From an optimization exercise on the open Yosys and OpenROAD flow, aimed at small area, a short achievable clock period and few clock cycles; shortcuts taken in it are not production practice.
Function was checked by simulation only, so behaviour that the tests miss may differ from the original.
No activity file was given, so power comes from the tool's default toggle rates.

--- flow/design.v ---
`timescale 1ns / 1ps
module datapath (
    input wire clk,
    input wire rst,
    input wire load_Mem,
    input wire [16-1:0] user_inst_write,
    input wire [12-1:0] user_inst_addr,
    input wire user_inst_wen,
    input wire ap_start, resume,
    output wire [16*6-1:0] rf_out,
    output wire [16*12-1:0] mem_out,
    output wire ap_start_debug,
    output wire halt
);
    localparam [3:0] OP_HALT = 4'h0, OP_INC = 4'h1, OP_JMP = 4'h2, OP_JNE = 4'h3,
                     OP_JE = 4'h4, OP_ADD = 4'h5, OP_SUB = 4'h6, OP_XOR = 4'h7,
                     OP_CMP = 4'h8, OP_MOV0 = 4'h9, OP_MOV1 = 4'hA, OP_MOV2 = 4'hB,
                     OP_MOV3 = 4'hC, OP_MOV4 = 4'hD, OP_SADD = 4'hE, OP_NOP = 4'hF;
    localparam [15:0] BUBBLE = 16'hF000;
    reg started, halted, flag;
    reg [6:0] pc;           
    reg [5:0] ea;           
    reg [15:0] ir;          
    reg pend;               
    reg [6:0] alt_pc;       
    reg [5:0] alt_ea;
    reg [15:0] r0, r1, r2, r3, r4, r5;
    assign ap_start_debug = started;
    assign halt = halted;
    assign rf_out = {r5, r4, r3, r2, r1, r0};
    wire [3:0] xop = ir[15:12];
    wire [5:0] xn = ir[11:6];
    wire [5:0] xm = ir[5:0];
    reg [15:0] a, b;
    always @(*) begin
        case (xn[2:0])
            3'd0: a = r0;
            3'd1: a = r1;
            3'd2: a = r2;
            3'd3: a = r3;
            3'd4: a = r4;
            3'd5: a = r5;
            default: a = 16'h0;
        endcase
        case (xm[2:0])
            3'd0: b = r0;
            3'd1: b = r1;
            3'd2: b = r2;
            3'd3: b = r3;
            3'd4: b = r4;
            3'd5: b = r5;
            default: b = 16'h0;
        endcase
    end
    wire [15:0] mrd;    
    wire [15:0] sa = (a[15:6] == 10'b0) ? {{10{a[5]}}, a[5:0]} : a;
    wire [15:0] sb = (b[15:6] == 10'b0) ? {{10{b[5]}}, b[5:0]} : b;
    wire x_eq = (a == b);
    reg [15:0] res;
    always @(*) begin
        case (xop)
            OP_INC:  res = a + 16'd1;
            OP_ADD:  res = a + b;
            OP_SUB:  res = a - b;
            OP_XOR:  res = a ^ b;
            OP_MOV0: res = {10'b0, xm};
            OP_MOV1: res = b;
            OP_MOV3: res = mrd;
            OP_SADD: res = sa + sb;
            default: res = 16'h0;
        endcase
    end
    wire x_rwe = (xop == OP_INC) || (xop == OP_ADD) || (xop == OP_SUB) || (xop == OP_XOR) ||
                 (xop == OP_MOV0) || (xop == OP_MOV1) || (xop == OP_MOV3) || (xop == OP_SADD);
    wire x_mwe = (xop == OP_MOV2) || (xop == OP_MOV4);
    wire [15:0] x_wdata = (xop == OP_MOV2) ? b : mrd;
    wire x_halt = (xop == OP_HALT);
    wire x_cmp = (xop == OP_CMP);
    wire [6:0] ua = user_inst_addr[6:0];
    wire can_start = ap_start && !load_Mem && !(user_inst_wen && (ua == 7'd31 || ua == 7'd32));
    wire hold_halt = halted && resume && x_halt;
    wire run = !rst && (started ? ((!halted || resume) && !hold_halt) : can_start);
    always @(posedge clk) begin
        if (rst) begin
            started <= 1'b0;
            halted <= 1'b0;
            flag <= 1'b0;
        end else begin
            if (ap_start) started <= 1'b1;
            if (run) halted <= x_halt;
            else if (halted && resume) halted <= 1'b0;
            if (run && x_cmp) flag <= x_eq;
        end
    end
    wire [15:0] rbus = rst ? 16'h0 : res;
    wire rw = run && x_rwe;
    always @(posedge clk) begin
        if (rst || (rw && xn == 6'd0)) r0 <= rbus;
        if (rst || (rw && xn == 6'd1)) r1 <= rbus;
        if (rst || (rw && xn == 6'd2)) r2 <= rbus;
        if (rst || (rw && xn == 6'd3)) r3 <= rbus;
        if (rst || (rw && xn == 6'd4)) r4 <= rbus;
        if (rst || (rw && xn == 6'd5)) r5 <= rbus;
    end
    wire cpu_we = started && run && x_mwe;
    wire [6:0] waddr = started ? a[6:0] : ua;
    wire wen = !load_Mem && (started ? cpu_we : user_inst_wen);
    wire [15:0] wbus = rst ? 16'h0 : (started ? x_wdata : user_inst_write);
    wire [15:0] mem [0:127];
    genvar gi;
    generate
        for (gi = 0; gi < 128; gi = gi + 1) begin : g_mem
            localparam PRESET = (gi == 30) || (gi == 31) || (gi == 32) || (gi == 34) || (gi == 36) || (gi == 38);
            reg [15:0] w;
            wire we = rst || (wen && waddr == gi) || (PRESET && load_Mem);
            wire [15:0] d;
            if (PRESET) begin : g_p
                assign d = (load_Mem && !rst) ? gi : wbus;
            end else begin : g_n
                assign d = wbus;
            end
            always @(posedge clk)
                if (we) w <= d;
            assign mem[gi] = w;
        end
    endgenerate
    assign mem_out = {mem[41], mem[40], mem[39], mem[38], mem[37], mem[36],
                      mem[35], mem[34], mem[33], mem[32], mem[31], mem[30]};
    assign mrd = mem[b[6:0]];
    wire [15:0] ev = mem[{ea, 1'b0}];
    wire [15:0] od = mem[{pc[6:1], 1'b1}];
    wire [15:0] w0 = pc[0] ? od : ev;
    wire [15:0] w1 = pc[0] ? ev : od;
    wire [3:0] op0 = w0[15:12];
    wire [3:0] op1 = w1[15:12];
    wire [6:0] imm0 = w0[6:0];
    wire [6:0] imm1 = w1[6:0];
    wire flag_cur = x_cmp ? x_eq : flag;
    wire mispred = pend && x_eq;
    wire isj0 = (op0 == OP_JMP) || (op0 == OP_JNE) || (op0 == OP_JE);
    wire isj1 = (op1 == OP_JMP) || (op1 == OP_JNE) || (op1 == OP_JE);
    wire isn0 = (op0 == OP_NOP);
    wire isn1 = (op1 == OP_NOP);
    wire norm1 = !isj1 && !isn1;
    wire tk0 = (op0 == OP_JMP) || (op0 == OP_JNE && !flag_cur) || (op0 == OP_JE && flag_cur);
    wire tk1 = (op1 == OP_JMP) || (op1 == OP_JNE && !flag_cur) || (op1 == OP_JE && flag_cur);
    wire skip0 = isn0 || (isj0 && !tk0);
    wire [6:0] pc1 = pc + 7'd1;
    wire [6:0] pc2 = pc + 7'd2;
    wire [6:0] pc3 = pc + 7'd3;
    wire [6:0] imm0p = imm0 + 7'd1;
    wire [6:0] imm1p = imm1 + 7'd1;
    always @(posedge clk) begin
        if (rst) begin
            pc <= 7'd31;
            ea <= 6'd16;
            ir <= BUBBLE;
            pend <= 1'b0;
            alt_pc <= 7'd0;
            alt_ea <= 6'd0;
        end else if (run) begin
            pend <= 1'b0;
            if (mispred) begin
                ir <= BUBBLE;
                pc <= alt_pc;
                ea <= alt_ea;
            end else if (isj0 && tk0) begin
                ir <= BUBBLE;
                pc <= imm0;
                ea <= imm0p[6:1];
            end else if (skip0) begin
                ir <= norm1 ? w1 : BUBBLE;
                if (isj1 && tk1) begin
                    pc <= imm1;
                    ea <= imm1p[6:1];
                end else begin
                    pc <= pc2;
                    ea <= pc3[6:1];
                end
            end else begin
                ir <= w0;
                if (norm1) begin
                    pc <= pc1;
                    ea <= pc2[6:1];
                end else if (isn1 || op0 != OP_CMP || op1 == OP_JMP) begin
                    if (isj1 && tk1) begin
                        pc <= imm1;
                        ea <= imm1p[6:1];
                    end else begin
                        pc <= pc2;
                        ea <= pc3[6:1];
                    end
                end else begin
                    pend <= 1'b1;
                    if (op1 == OP_JNE) begin
                        pc <= imm1;
                        ea <= imm1p[6:1];
                        alt_pc <= pc2;
                        alt_ea <= pc3[6:1];
                    end else begin
                        pc <= pc2;
                        ea <= pc3[6:1];
                        alt_pc <= imm1;
                        alt_ea <= imm1p[6:1];
                    end
                end
            end
        end
    end
endmodule
--- flow/run.sh ---
#!/bin/bash
# synth_recipe.tcl (not shown) runs the flow's synth.tcl, then flattens the netlist and writes it again
# the make line also repeats each setting of config.mk as NAME=value (left out here)
make -C /OpenROAD-flow-scripts/flow DESIGN_CONFIG=/design/flow/config.mk WORK_HOME=/design/flow/orfs CLKGATE_MAP_FILE= SYNTH_SCRIPT=/design/flow/synth_recipe.tcl finish
--- flow/config.mk ---
export PLATFORM = sky130hd
export DESIGN_NAME = datapath
export DESIGN_NICKNAME = datapath
export VERILOG_FILES = /design/flow/design.v
export SDC_FILE = /design/flow/constraint.sdc
export NUM_CORES = 4
export LEC_CHECK = 0
export CAP_MARGIN = 20
export CORE_MARGIN = 2
export CORE_UTILIZATION = 35
export PLACE_DENSITY = 0.5
export SLEW_MARGIN = 20
--- flow/constraint.sdc ---
create_clock -name core_clock -period 8.0 [get_ports {clk}]
set_input_delay 1.6000 -clock core_clock [delete_from_list [all_inputs] [get_ports {clk}]]
set_output_delay 1.6000 -clock core_clock [all_outputs]
set_load 0.01 [all_outputs]
==> run summary <==
## how the worst max path moves through the flow
stage	startpoint	end	slack, ns	cells past startpoint
after floorplan	ir[2]	g_mem[0].w[2]	0.61	17
after global placement	ir[1]	g_mem[95].w[9]	0.42	20
after detailed placement	pc[1]	ea[0]	0.69	15
after CTS	ir[1]	g_mem[62].w[6]	0.63	20
## cell usage after synthesis, drive strengths merged (17+ instances only)
cell type / number
edfxtp: 2144
a22oi: 1217
clkbuf: 464
nand2: 381
and3: 377
nor2: 352
nand3: 348
nand4: 249
nor3: 209
a22o: 142
a21oi: 136
a2111oi: 134
buf: 134
a221oi: 132
o21bai: 131
a32oi: 116
o21ai: 107
nor4: 101
mux2i: 81
o22ai: 63
and2: 55
ha: 53
nand3b: 52
inv: 48
a222oi: 47
xnor2: 47
dfxtp: 46
or4: 43
a32o: 36
mux2: 35
nor2b: 30
a211oi: 29
a21o: 28
nand2b: 26
and4: 25
a31oi: 23
xor2: 19
o211ai: 17
or3: 17
## layer usage
metal | GRT usage, % | overflow
met2 | 85.13 | 665
met5 | 46.44 | 10
met4 | 70.71 | 436
met1 | 78.88 | 84
met3 | 70.63 | 93
## cell families after synthesis
logic type	count (synthesis)
fa+ha+maj	56
xor+xnor	66
flops	2190
mux	125
simple gates	2348
buf+inv	649
compound gates	2469
## through the flow
| stage | worst slack [ns] | cells | cell area [um^2] | power [mW] | hold slack (ns) |
|---|---|---|---|---|---|
| CTS | 0.6289 | 13042 | 127700 | 46.27 | 0.4687 |
| detailed placement | 0.6889 | 12569 | 119000 | 33.95 | 0.4594 |
| global placement | 0.4186 | 12564 | 118900 | 33.77 | 0.4553 |
| floorplan | 0.6106 | 7903 | 102300 | 22.59 | 0.4363 |
## power by group through the flow
stage	logic, mW	registers (mW)	clock network [mW]
2_1_floorplan	6.22	16.4	0
4_1_cts	15.4	18.4	12.5
3_5_place_dp	15.3	18.6	0
3_3_place_gp	15.1	18.6	0
==> flow_summary_export.csv <==
group,metric,value,unit
outcome,outcome,"stopped before the end",
grt,grt_first_pass_wirelength,1490,mm
logic_synthesis,ys_top_cells_by_area,"sky130_fd_sc_hd__edfxtp_1 (63%), sky130_fd_sc_hd__a22oi_1 (8.9%), sky130_fd_sc_hd__and3_1 (2.3%)",
place,globalplace.congestion,1.602,
logic_synthesis,synth_cell_type_count,98,
cts,cts-root-to-sink-buffers,4,
logic_synthesis,largest_family_of_logic_cells_by_synthesized_area,"compound AO/OA/AOI/OAI gates",
cts,cts_setup_buffers,0,
logic_synthesis,post_synth_instance_area,102300,um^2
logic_synthesis,yosys.area_share.xor_xnor,0.5653,%
floorplan,row_count,198,
logic_synthesis,synth_flop_cell,"sky130_fd_sc_hd__edfxtp_1",
floorplan,initial_core_util,35.16,%
cts,clock-root-buffer,"sky130_fd_sc_hd__clkbuf_16",
floorplan,die_height,544.5,um
cts,cts_max_level,5,
floorplan,ios,324,
logic_synthesis,synth_top_cell_by_area,"sky130_fd_sc_hd__edfxtp_1",
logic_synthesis,synth_warnings,1,
outcome,firstError,"[ERROR GRT-0116] Global routing finished with congestion. Check the congestion regions in the DRC Viewer.",
logic_synthesis,synth_edf_count,2144,
logic_synthesis,postSynthRegisterBits,2190,
logic_synthesis,post_synth_fa_ha_maj_area_fraction,0.7073,%
logic_synthesis,post_synth_inst_count,7903,
floorplan,die_width,544.5,um
cts,post_cts_hold_buffer_count,0,
logic_synthesis,synth_top_area_share,62.96,%
outcome,lastStage,"5_1_grt",
grt,grt_util_overall,76.86,%
logic_synthesis,syn-mean-instance-area,12.94,um^2
logic_synthesis,synth_compound_gate_area_share,18.51,%
logic_synthesis,postSynth.asyncResetShare,0,%
logic_synthesis,yosysSeqAreaShare,63.86,%
place,placement.io_buffers,318,
logic_synthesis,post_synth_and_or_nand_nor_area_fraction,12.34,%
cts,cts_sinks,2190,
cts,numCtsBuffers,263,
cts,post_cts_resize_count,0,
logic_synthesis,yosys-mux-area-fraction,1.377,%
place,dp_hpwl,722.6,mm
grt,grt_max_degree,90,
grt,number_of_global_route_vias_before_repair,121577,
grt,global_route.overflow_total,1288,
logic_synthesis,synth.net_count,7993,
Testbench counts, summed over its fixed seeds: cycles 28,513.
